This design comes from an exercise in tuning for small area and a short achievable clock period on the open sky130 flow, not from production work.
Only simulation tests tie the RTL to the original design; equivalence was not proved.

==> flow/design.v, too long to show whole: its modules and the start of the top module <==
// module mult16_top: 17 lines
// module mul_fa: 4 lines
// module mul_inv: 3 lines
// module mul_mux2i: 3 lines
// module mul_nand2: 3 lines
// module mul_nor2: 3 lines
// module mul_xnor2: 3 lines
// module multiplier_16bit: 1491 lines
module mult16_top (
  input         clk,
  input  [15:0] a,
  input  [15:0] b,
  output [31:0] p
);
  // ...
==> flow/flow/run.sh <==
#!/bin/bash
# Standard layout, with the port buffers made from buf_2 cells.
set -e
cp standard.sh standard_sh_copy.log
export BUFFER_PORTS_ARGS="-buffer_cell sky130_fd_sc_hd__buf_2"
bash standard.sh > standard.log 2>&1
==> flow/standard.sh <==
#!/bin/bash
# synth_recipe.tcl (not shown) runs the flow's synth.tcl, then flattens the netlist and writes it again
# the make line also repeats each setting of config.mk as NAME=value (left out here)
make -C /OpenROAD-flow-scripts/flow DESIGN_CONFIG=/design/flow/config.mk WORK_HOME=/design/flow/orfs CLKGATE_MAP_FILE= SYNTH_SCRIPT=/design/flow/synth_recipe.tcl "${@:-finish}"
==> flow/config.mk <==
export PLATFORM = sky130hd
export DESIGN_NAME = mult16_top
export DESIGN_NICKNAME = mult16_top
export VERILOG_FILES = /design/flow/design.v
export SDC_FILE = /design/flow/constraint.sdc
export NUM_CORES = 4
export LEC_CHECK = 0
export CAP_MARGIN = 20
export CORE_MARGIN = 2
export CORE_UTILIZATION = 40
export SLEW_MARGIN = 20
export SYNTH_HIERARCHICAL = 1
export SYNTH_MINIMUM_KEEP_SIZE = 0
==> flow/constraint.sdc <==
create_clock -name core_clock -period 15.0 [get_ports {clk}]
set_input_delay 3.0000 -clock core_clock [delete_from_list [all_inputs] [get_ports {clk}]]
set_output_delay 3.0000 -clock core_clock [all_outputs]
set_load 0.01 [all_outputs]
==> run summary, run 1 <==
----------------------------------------------------
[Layout]
  Flip-flop count of the largest register after layout ... 32
  Util after Layout ... 0.456
  Number of clock buffers in the layout ... 9
  Comb_multi_in ... 722

[Route]
  Detailed-routed wire length on met3 ... 833 um
  Wire length on met1 ... 7.60 mm
  Post-detailed-route wirelength per cell ... 15.9 um

[Setup path]
  Depth of the critical timing path with buffers and inverters included ... 20
  Delay contributed by the slowest stage of the critical path ... 0.49 ns
  Top cell by count, worst path ... sky130_fd_sc_hd__xnor2_1
  End point of the critical path ... p_r[27]
  Endpoint kind of the worst setup timing path ... flip-flop
  Category of the most critical setup path ... reg -> reg
  Capture instance of the worst register-to-register path ... p_r[27]

[Job]
  Reported max-cap violation count ... 0

[Min path]
  Hold path startpoint ... a_r[0]

[Logic synthesis]
  Area share of the largest cell type after synthesis ... 0.377
  Dominant register cell in the synthesized netlist ... sky130_fd_sc_hd__dfxtp_1
  Simple-Gate Fraction of Synth Area ... 0.153
  Most frequent cells after synthesis ... sky130_fd_sc_hd__nor2_1, sky130_fd_sc_hd__fa_1, sky130_fd_sc_hd__xnor2_1
  Share of the synthesized netlist area taken by xor and xnor gates ... 0.134
  Count of unique library cells instantiated by Yosys ... 41

[GRT]
  Largest net degree at the start of global routing ... 14

[STA]
  Number of pins exceeding their max-slew limit in the final report ... 0
  Slew at the pin with the worst max-slew slack ... 0.582 ns

[Status]
  Result of the run ... complete, no violations

[Clock network]
  Buffer cell driving the clock tree root ... sky130_fd_sc_hd__clkbuf_16

[Place]
  Dpl ws ... 9.76 ns

----------------------------------------------------
==> run 2, diff against run 1 <==
==> flow/flow/run.sh (replaced) <==
#!/bin/bash
# The standard layout (the standard.sh), except that the input and output
# port buffers are buf_2 cells. All of the flow's output goes to standard.log.
set -e
export BUFFER_PORTS_ARGS="-buffer_cell sky130_fd_sc_hd__buf_2"
export SETUP_SLACK_MARGIN=10.2
bash standard.sh > standard.log 2>&1
==> run 2 against run 1 <==
Against the previous run: global-route usage is 0.43 points higher; sequential cell count is the same; worst hold slack better by 0.037 ns; critical endpoint is now p_r[28].
==> run summary, run 2 <==
----------------------------------------------------
[Setup path]
  CP startpoint kind ... flip-flop
  Endpoint kind of the worst setup timing path ... flip-flop
  CP Data Arrival Time ... 5.12 ns
  Cell depth of the worst flop-to-flop path ... 19
  Maximum fanout along the worst path ... 8
  Category of the most critical setup path ... reg -> reg
  Required time worst endpoint ... 15.26 ns

[Clock network]
  Number of buffers between clock root and the deepest sink ... 2
  CTS HTree Levels ... 3
  Number of hold buffers added after cts ... 0
  TritonCTS Buffers ... 9
  Clock edge transition at the registers on the reported setup and hold paths ... 0.07 ns
  Clock tree from TritonCTS ... done
  Clock latency on the worst-skew pair ... 0.36 ns
  Buffer cell driving the clock tree root ... sky130_fd_sc_hd__clkbuf_16
  Clock tree sinks ... 64

[Logic synthesis]
  Library cell with the largest summed area after synthesis ... sky130_fd_sc_hd__fa_1
  Average size of a mapped cell ... 9.34 um^2
  Count of unique library cells instantiated by Yosys ... 41 (unchanged)
  Area share of the largest cell type after synthesis ... 0.377 (unchanged)
  Sequential-to-total area share from yosys stat ... 0.154
  Post-synthesis sequential element count ... 64
  Dominant register cell in the synthesized netlist ... sky130_fd_sc_hd__dfxtp_1
  Largest cells by area after synthesis ... sky130_fd_sc_hd__fa_1, sky130_fd_sc_hd__dfxtp_1, sky130_fd_sc_hd__nor2_1
  Share of flip-flops with an asynchronous set or reset ... 0
  Yosys warnings ... 7
  Top-count cell post-synth ... sky130_fd_sc_hd__nor2_1
  Syn_nets ... 1105
  Post-Syn Area ... 8330 um^2
  Most frequent cells after synthesis ... sky130_fd_sc_hd__nor2_1, sky130_fd_sc_hd__fa_1, sky130_fd_sc_hd__xnor2_1
  Synthesized netlist cell count ... 892
  Number of enable-type register cells in the synthesized netlist ... 0

[GRT]
  Total global routing track utilization ... 0.200
  Global-route wire length before repair ... 34.0 mm
  Vias in the first global route ... 6835
  Initial antenna violation count ... 0
  Global route overflow ... 0
  Largest net degree at the start of global routing ... 14 (unchanged)

[Layout]
  Sequential cell area ... 1320 um^2
  Util after Layout ... 0.510 (+0.0538)
  Flip-flop count of the largest register after layout ... 32 (unchanged)
  Top library cells by usage in the layout, fill and taps aside ... sky130_fd_sc_hd__nor2_1, sky130_fd_sc_hd__fa_1, sky130_fd_sc_hd__xnor2_1
  Register containing the most flip-flops in the final layout ... p_r
  Footprint of the multi-input gates ... 7310 um^2
  Area grow syn2layout ... 24.6%
  Fin nets ... 1216
  Top Registers ... p_r: 32 flops, a_r: 16 flops, b_r: 16 flops
  Count of filler cells inserted in the layout ... 1888
  Leading cell type in the layout, fill and taps excluded ... sky130_fd_sc_hd__nor2_1
  Layout cell share with drive strength beyond 1 ... 0.314
  Ant diodes ... 0
  Number of standard cells in the final layout excluding fillers ... 1278

[STA]
  Worst clock skew ... 0.0159 ns
  Hold Violations, Final ... 0
  Minimum clock period ... 4.86 ns
  Slew at the pin with the worst max-slew slack ... 0.641 ns (+0.0581 ns)
  Ratio of final minimum period to clock period ... 0.324
  Setup Total Neg Slack ... 0 ns
  Highest achievable clock rate ... 206 MHz
  Final setup vio count ... 0
  RSZ-0062 raised after global routing ... true
  Worst relative slew slack ... 0.572
  Number of pins exceeding their max-slew limit in the final report ... 0 (unchanged)

[Die]
  Number of core rows ... 52
  Initial standard-cell utilization of the core ... 0.409
  Die Wd ... 148 um
  Die Ht ... 148 um
  Core region area ... 20400 um^2
  Io pins ... 65
  Total Die Area ... 22000 um^2

[Route]
  Final routed wirelength across all metal layers ... 21.1 mm
  Number of remaining DRC errors ... 0
  Vias after detailed routing ... 6460
  Antenna Nets Post-Route ... 0
  Iteration-0 DRC Markers ... 312
  DRT Pass-1 Iters ... 5
  Post-detailed-route wirelength per cell ... 16.5 um (+3.8%)
  Via-per-instance ratio ... 5.05

[Place]
  Detailed-placement wirelength estimate ... 16.6 mm
  Instance count after placement with tap cells included ... 1223
  RD Place Congestion ... 0.895
  Buffers added on ports ... 64

[Status]
  Result of the run ... complete, no violations

[Job]
  Reported max-cap violation count ... 0 (unchanged)

[Min path]
  Hold Crit Depth ... 2
  Tightest Hold Check Type ... reg -> reg

----------------------------------------------------
==> run 2: worst max-delay path: stages (launching register included) <==
cell                       delay, ns
sky130_fd_sc_hd__dfxtp_2        0.34
sky130_fd_sc_hd__clkinv_4       0.10
sky130_fd_sc_hd__nor2_4         0.05
sky130_fd_sc_hd__fa_2           0.41
sky130_fd_sc_hd__fa_1           0.52
sky130_fd_sc_hd__fa_2           0.43
sky130_fd_sc_hd__xnor2_2        0.20
sky130_fd_sc_hd__mux2i_1        0.23
sky130_fd_sc_hd__xnor2_1        0.19
sky130_fd_sc_hd__mux2i_1        0.32
sky130_fd_sc_hd__xnor2_2        0.17
sky130_fd_sc_hd__mux2i_1        0.20
sky130_fd_sc_hd__inv_1          0.09
sky130_fd_sc_hd__ha_4           0.29
sky130_fd_sc_hd__nand2_4        0.06
sky130_fd_sc_hd__nor4_4         0.35
sky130_fd_sc_hd__buf_4          0.18
sky130_fd_sc_hd__a41oi_4        0.11
sky130_fd_sc_hd__o41ai_2        0.29
sky130_fd_sc_hd__xor2_1         0.22
==> run 2: kinds of logic after synthesis <==
logic type                 share of synthesized area
and+or+nand+nor                                0.153
adders and majority gates                      0.412
xor gates and xnor gates                       0.134
buffers and inverters                         0.0482
DFF                                            0.154
AOI/OAI and AO/OA                             0.0445
muxes                                         0.0553
==> run 2: path summary, 6_finish.rpt <==
| path | from | to | slack, ns |
|---|---|---|---|
| min reg2reg | a_r[0] | p_r[0] | 0.61 |
| min | a_r[0] | p_r[0] | 0.61 |
| max reg2reg | b_r[12] | p_r[28] | 10.14 |
| max | b_r[12] | p_r[28] | 10.14 |
==> run 2: Yosys stat by module, one instance, submodules excluded <==
module            times used  flops+latches  cells
mult16_top                 1             64     64
multiplier_16bit           1              0    164
mul_fa                   157              0      1
mul_mux2i                 46              0      1
mul_xnor2                 99              0      1
mul_inv                   99              0      1
mul_nand2                  4              0      1
mul_nor2                 259              0      1
==> run 2: per-stage QoR <==
step           hold slack, ns  worst slack (ns)  cell area (um^2)
2_1_floorplan           0.612             10.34              8330
3_3_place_gp            0.589              9.74              8980
3_5_place_dp            0.579              9.76              8980
4_1_cts                 0.611             10.20              9660
5_1_grt                 0.672              9.97             10400
6_report                0.614             10.14             10400
==> run 2: area by class of cell <==
cell class / instances / share of cell area
multi-input combinational: 722 / 0.704
sequential: 64 / 0.127
timing repair buffer: 104 / 0.0614
inverter: 102 / 0.0456
tap: 270 / 0.0325
clock buffer: 9 / 0.0217
clock inverter: 7 / 0.00784
==> run 2: metal layers <==
| layer | up-vias | global-route usage | share of wire |
|---|---|---|---|
| li1 | 2997 | - | - |
| met1 | 3236 | 0.226 | 0.38 |
| met2 | 172 | 0.369 | 0.54 |
| met3 | 55 | 0.0298 | 0.035 |
| met4 | 0 | 0.0990 | 0.044 |
| met5 | - | 0 | 0 |
==> run 2: what timing repair did <==
| item | in CTS | in global routing |
|---|---|---|
| resized for setup | 70 | 173 |
| setup buffers | 21 | 18 |
| endpoints found under the hold margin | 0 | 0 |
| cloned | 0 | 0 |
| endpoints found under the setup margin | 13 | 15 |
| pin swaps | 17 | 48 |
==> run 3, diff against run 2 <==
--- a/flow/flow/run.sh
+++ b/flow/flow/run.sh
@@ -5,3 +5,2 @@
 export BUFFER_PORTS_ARGS="-buffer_cell sky130_fd_sc_hd__buf_2"
-export SETUP_SLACK_MARGIN=10.2
 bash standard.sh > standard.log 2>&1
==> run 3 against run 2 <==
Against the previous run: worst setup slack got worse by 0.41 ns; highest routed layer unchanged; sequential share of layout area is 1.1 points higher; first-iteration DRC count up 18%; global-route usage decreased by 0.43 points; non-clock buffer count down 39; still clean on timing, DRC and antenna; sequential cell count unchanged; synthesized cell count did not move; worst hold slack lost 0.037 ns.
==> run summary, run 3 <==
----------------------------------------------------
[Status]
  Result of the run ... complete, no violations

[Setup path]
  Endpoint kind of the worst setup timing path ... flip-flop
  Reg-to-reg critical path startpoint ... b_r[10]
  Cell depth of the worst flop-to-flop path ... 20 (+1)
  Maximum fanout along the worst path ... 8 (unchanged)
  First element of the critical path ... b_r[10]
  Required time worst endpoint ... 15.23 ns (-0.03 ns)
  Category of the most critical setup path ... reg -> reg
  Worst reg2reg setup slack ... 9.74 ns (-0.41 ns)
  End point of the critical path ... p_r[27]
  CP Data Arrival Time ... 5.49 ns (+0.37 ns)
  Capture instance of the worst register-to-register path ... p_r[27]
  CP startpoint kind ... flip-flop

[STA]
  Final worst-path setup slack ... 9.74 ns (-0.408 ns)
  Ratio of final minimum period to clock period ... 0.351 (+0.0272)
  Worst relative slew slack ... 0.611 (+0.0388)
  Final setup vio count ... 0 (unchanged)
  Number of pins exceeding their max-slew limit in the final report ... 0 (unchanged)
  Minimum clock period ... 5.26 ns (+0.408 ns)
  Worst clock skew ... 0.0175 ns (+0.00159 ns)
  Setup Total Neg Slack ... 0 ns (unchanged)
  Hold Violations, Final ... 0 (unchanged)
  Slew at the pin with the worst max-slew slack ... 0.582 ns (-0.0581 ns)
  RSZ-0062 raised after global routing ... false
  Highest achievable clock rate ... 190 MHz (-7.8%)

[Layout]
  Register containing the most flip-flops in the final layout ... p_r
  Leading cell type in the layout, fill and taps excluded ... sky130_fd_sc_hd__nor2_1
  Top Registers ... p_r: 32 flops, a_r: 16 flops, b_r: 16 flops
  Area grow syn2layout ... 11.4%
  Ant diodes ... 0 (unchanged)
  Util after Layout ... 0.456 (-0.0538)
  Layout cell share with drive strength beyond 1 ... 0.0960 (-0.219)
  Count of filler cells inserted in the layout ... 2004 (+6.1%)
  Fin nets ... 1177 (-3.2%)
  Number of standard cells in the final layout excluding fillers ... 1239 (-3.1%)
  Top library cells by usage in the layout, fill and taps aside ... sky130_fd_sc_hd__nor2_1, sky130_fd_sc_hd__fa_1, sky130_fd_sc_hd__xnor2_1
  Flip-flop count of the largest register after layout ... 32 (unchanged)

[Clock network]
  Resized cells post-CTS ... 0 (-100%)
  Buffer cell driving the clock tree root ... sky130_fd_sc_hd__clkbuf_16
  TritonCTS Buffers ... 9 (unchanged)
  Clock tree sinks ... 64 (unchanged)
  Clock latency on the worst-skew pair ... 0.36 ns (about the same)
  # Post-CTS Setup Buffers ... 0 (-100%)
  Clock tree from TritonCTS ... done
  CTS HTree Levels ... 3 (unchanged)
  Clock edge transition at the registers on the reported setup and hold paths ... 0.07 ns (about the same)
  Number of buffers between clock root and the deepest sink ... 2 (unchanged)
  Number of hold buffers added after cts ... 0 (unchanged)

[Die]
  Io pins ... 65 (unchanged)
  Core region area ... 20400 um^2 (unchanged)
  Die Ht ... 148 um (unchanged)
  Initial standard-cell utilization of the core ... 0.409 (unchanged)
  Number of core rows ... 52 (unchanged)
  Total Die Area ... 22000 um^2 (unchanged)
  Die Wd ... 148 um (unchanged)

[Route]
  DRT Pass-1 Iters ... 5 (unchanged)
  Final routed wirelength across all metal layers ... 19.7 mm (-6.6%)
  Via-per-instance ratio ... 5.04 (-0.27%)
  Vias after detailed routing ... 6246 (-3.3%)
  Antenna Nets Post-Route ... 0 (unchanged)
  Number of remaining DRC errors ... 0 (unchanged)
  Post-detailed-route wirelength per cell ... 15.9 um (-3.6%)
  Iteration-0 DRC Markers ... 367 (+18%)

[Logic synthesis]
  Library cell with the largest summed area after synthesis ... sky130_fd_sc_hd__fa_1
  Post-Syn Area ... 8330 um^2 (unchanged)
  Synthesized netlist cell count ... 892 (unchanged)
  Number of enable-type register cells in the synthesized netlist ... 0 (unchanged)
  Dominant register cell in the synthesized netlist ... sky130_fd_sc_hd__dfxtp_1
  Sequential-to-total area share from yosys stat ... 0.154 (unchanged)
  Area share of the largest cell type after synthesis ... 0.377 (unchanged)
  Count of unique library cells instantiated by Yosys ... 41 (unchanged)
  Yosys warnings ... 7 (unchanged)
  Average size of a mapped cell ... 9.34 um^2 (unchanged)
  Post-synthesis sequential element count ... 64 (unchanged)
  Most frequent cells after synthesis ... sky130_fd_sc_hd__nor2_1, sky130_fd_sc_hd__fa_1, sky130_fd_sc_hd__xnor2_1
  Share of flip-flops with an asynchronous set or reset ... 0 (unchanged)
  Top-count cell post-synth ... sky130_fd_sc_hd__nor2_1
  Largest cells by area after synthesis ... sky130_fd_sc_hd__fa_1, sky130_fd_sc_hd__dfxtp_1, sky130_fd_sc_hd__nor2_1
  Syn_nets ... 1105 (unchanged)

[GRT]
  Global route overflow ... 0 (unchanged)
  Initial antenna violation count ... 0 (unchanged)
  Global-route wire length before repair ... 33.3 mm (-2.0%)
  Vias in the first global route ... 6683 (-2.2%)
  Total global routing track utilization ... 0.196 (-0.00430)
  Largest net degree at the start of global routing ... 14 (unchanged)

[Job]
  Reported max-cap violation count ... 0 (unchanged)

[Place]
  RD Place Congestion ... 0.895 (unchanged)
  Instance count after placement with tap cells included ... 1223 (unchanged)
  Detailed-placement wirelength estimate ... 16.6 mm (unchanged)
  Buffers added on ports ... 64 (unchanged)
  Dpl ws ... 9.76 ns (unchanged)

[Min path]
  Tightest Hold Check Type ... reg -> reg

----------------------------------------------------
## run 3: cell counts after synthesis
No cell type changed its count.
## run 3: modules after synthesis (local to each module, per instance)
module / area (um^2) / cells / copies in the design / flops+latches
mul_fa: 20.0 / 1 / 157 / 0
mul_inv: 3.75 / 1 / 99 / 0
mul_mux2i: 10.0 / 1 / 46 / 0
mul_nand2: 3.75 / 1 / 4 / 0
mul_nor2: 3.75 / 1 / 259 / 0
mul_xnor2: 8.76 / 1 / 99 / 0
mult16_top: 1280 / 64 / 1 / 64
multiplier_16bit: 1220 / 164 / 1 / 0
## run 3: final cells by class
| class | instances | area, um^2 | area share |
|---|---|---|---|
| inverter | 102 | 383 | 0.0412 |
| clock inverter | 7 | 81.3 | 0.00876 |
| sequential | 64 | 1280 | 0.138 |
| multi-input combinational | 722 | 6650 | 0.716 |
| clock buffer | 9 | 225 | 0.0243 |
| timing repair buffer | 65 | 328 | 0.0353 |
| tap | 270 | 338 | 0.0364 |
## run 3: critical path, cell delays in order, from the launching register on
cell and delay [ns]:
sky130_fd_sc_hd__dfxtp_1 0.32, sky130_fd_sc_hd__inv_1 0.24, sky130_fd_sc_hd__nor2_1 0.12, sky130_fd_sc_hd__fa_1 0.48, sky130_fd_sc_hd__fa_1 0.49, sky130_fd_sc_hd__fa_1 0.41, sky130_fd_sc_hd__mux2i_1 0.22, sky130_fd_sc_hd__xnor2_1 0.21
sky130_fd_sc_hd__xnor2_1 0.14, sky130_fd_sc_hd__xnor2_1 0.27, sky130_fd_sc_hd__xnor2_1 0.14, sky130_fd_sc_hd__xnor2_1 0.27, sky130_fd_sc_hd__mux2i_1 0.21, sky130_fd_sc_hd__inv_1 0.05, sky130_fd_sc_hd__ha_1 0.31, sky130_fd_sc_hd__nand2_1 0.16
sky130_fd_sc_hd__nor4_4 0.33, sky130_fd_sc_hd__a22oi_1 0.19, sky130_fd_sc_hd__o221ai_2 0.30, sky130_fd_sc_hd__a31oi_1 0.14, sky130_fd_sc_hd__xnor2_1 0.14
## run 3: cell families after synthesis
family,after synthesis,synth area share
adder cells (fa/ha/maj),180,0.412
AND/OR/NAND/NOR,318,0.153
buffers and inverters,106,0.0482
flip-flops,64,0.154
XOR/XNOR,127,0.134
AO/OA/AOI/OAI,51,0.0445
multiplexers,46,0.0553
## run 3: routing by layer
metal	vias up	global-route usage	wire length (um)
li1	2911	-	-
met1	3094	0.223	7600
met2	191	0.356	10400
met3	50	0.0301	833
met4	0	0.101	864
met5	-	0	0
## run 3: how the worst min path moves through the flow
stage,slack [ns],startpoint,end,cells past startpoint
after floorplan,0.61,a_r[0],p_r[0],3
after global placement,0.59,a_r[0],p_r[0],2
after detailed placement,0.58,a_r[0],p_r[0],2
after CTS,0.59,a_r[0],p_r[0],2
after global routing,0.66,a_r[0],p_r[0],2
final,0.58,a_r[0],p_r[0],2
## run 3: metrics by stage
stage	hold slack, ns	area [um^2]
floorplan	0.612	8330
global placement	0.589	8980
detailed placement	0.579	8980
CTS	0.588	9280
global route	0.656	9280
finish	0.577	9280

## port drivers added, routing unchanged
No port has a modelled driver above. Below, the same layouts with a new extraction and two added sets of constraints. Step 1: set_driving_cell puts a clkbuf_16 on clk and a buf_2 on each other input, an assumption about the parent block. Step 2, shift: input delay + t, output delay - t, t = (earliest + latest rising clock arrival at the registers) / 2. This alone moves slack from input paths to output paths. Slacks: ideal ports / drivers / drivers and shift; pairs: ideal ports / drivers.
run | t, ns | setup slack, ns | worst register clock-pin slew, ns
run 1 | 0.401 | 9.736 / 9.736 / 9.736 | 0.07 / 0.07
run 2 | 0.402 | 10.144 / 10.144 / 10.144 | 0.07 / 0.07
run 3 | 0.401 | 9.736 / 9.736 / 9.736 | 0.07 / 0.07
After both steps setup and hold are still met in every run listed.
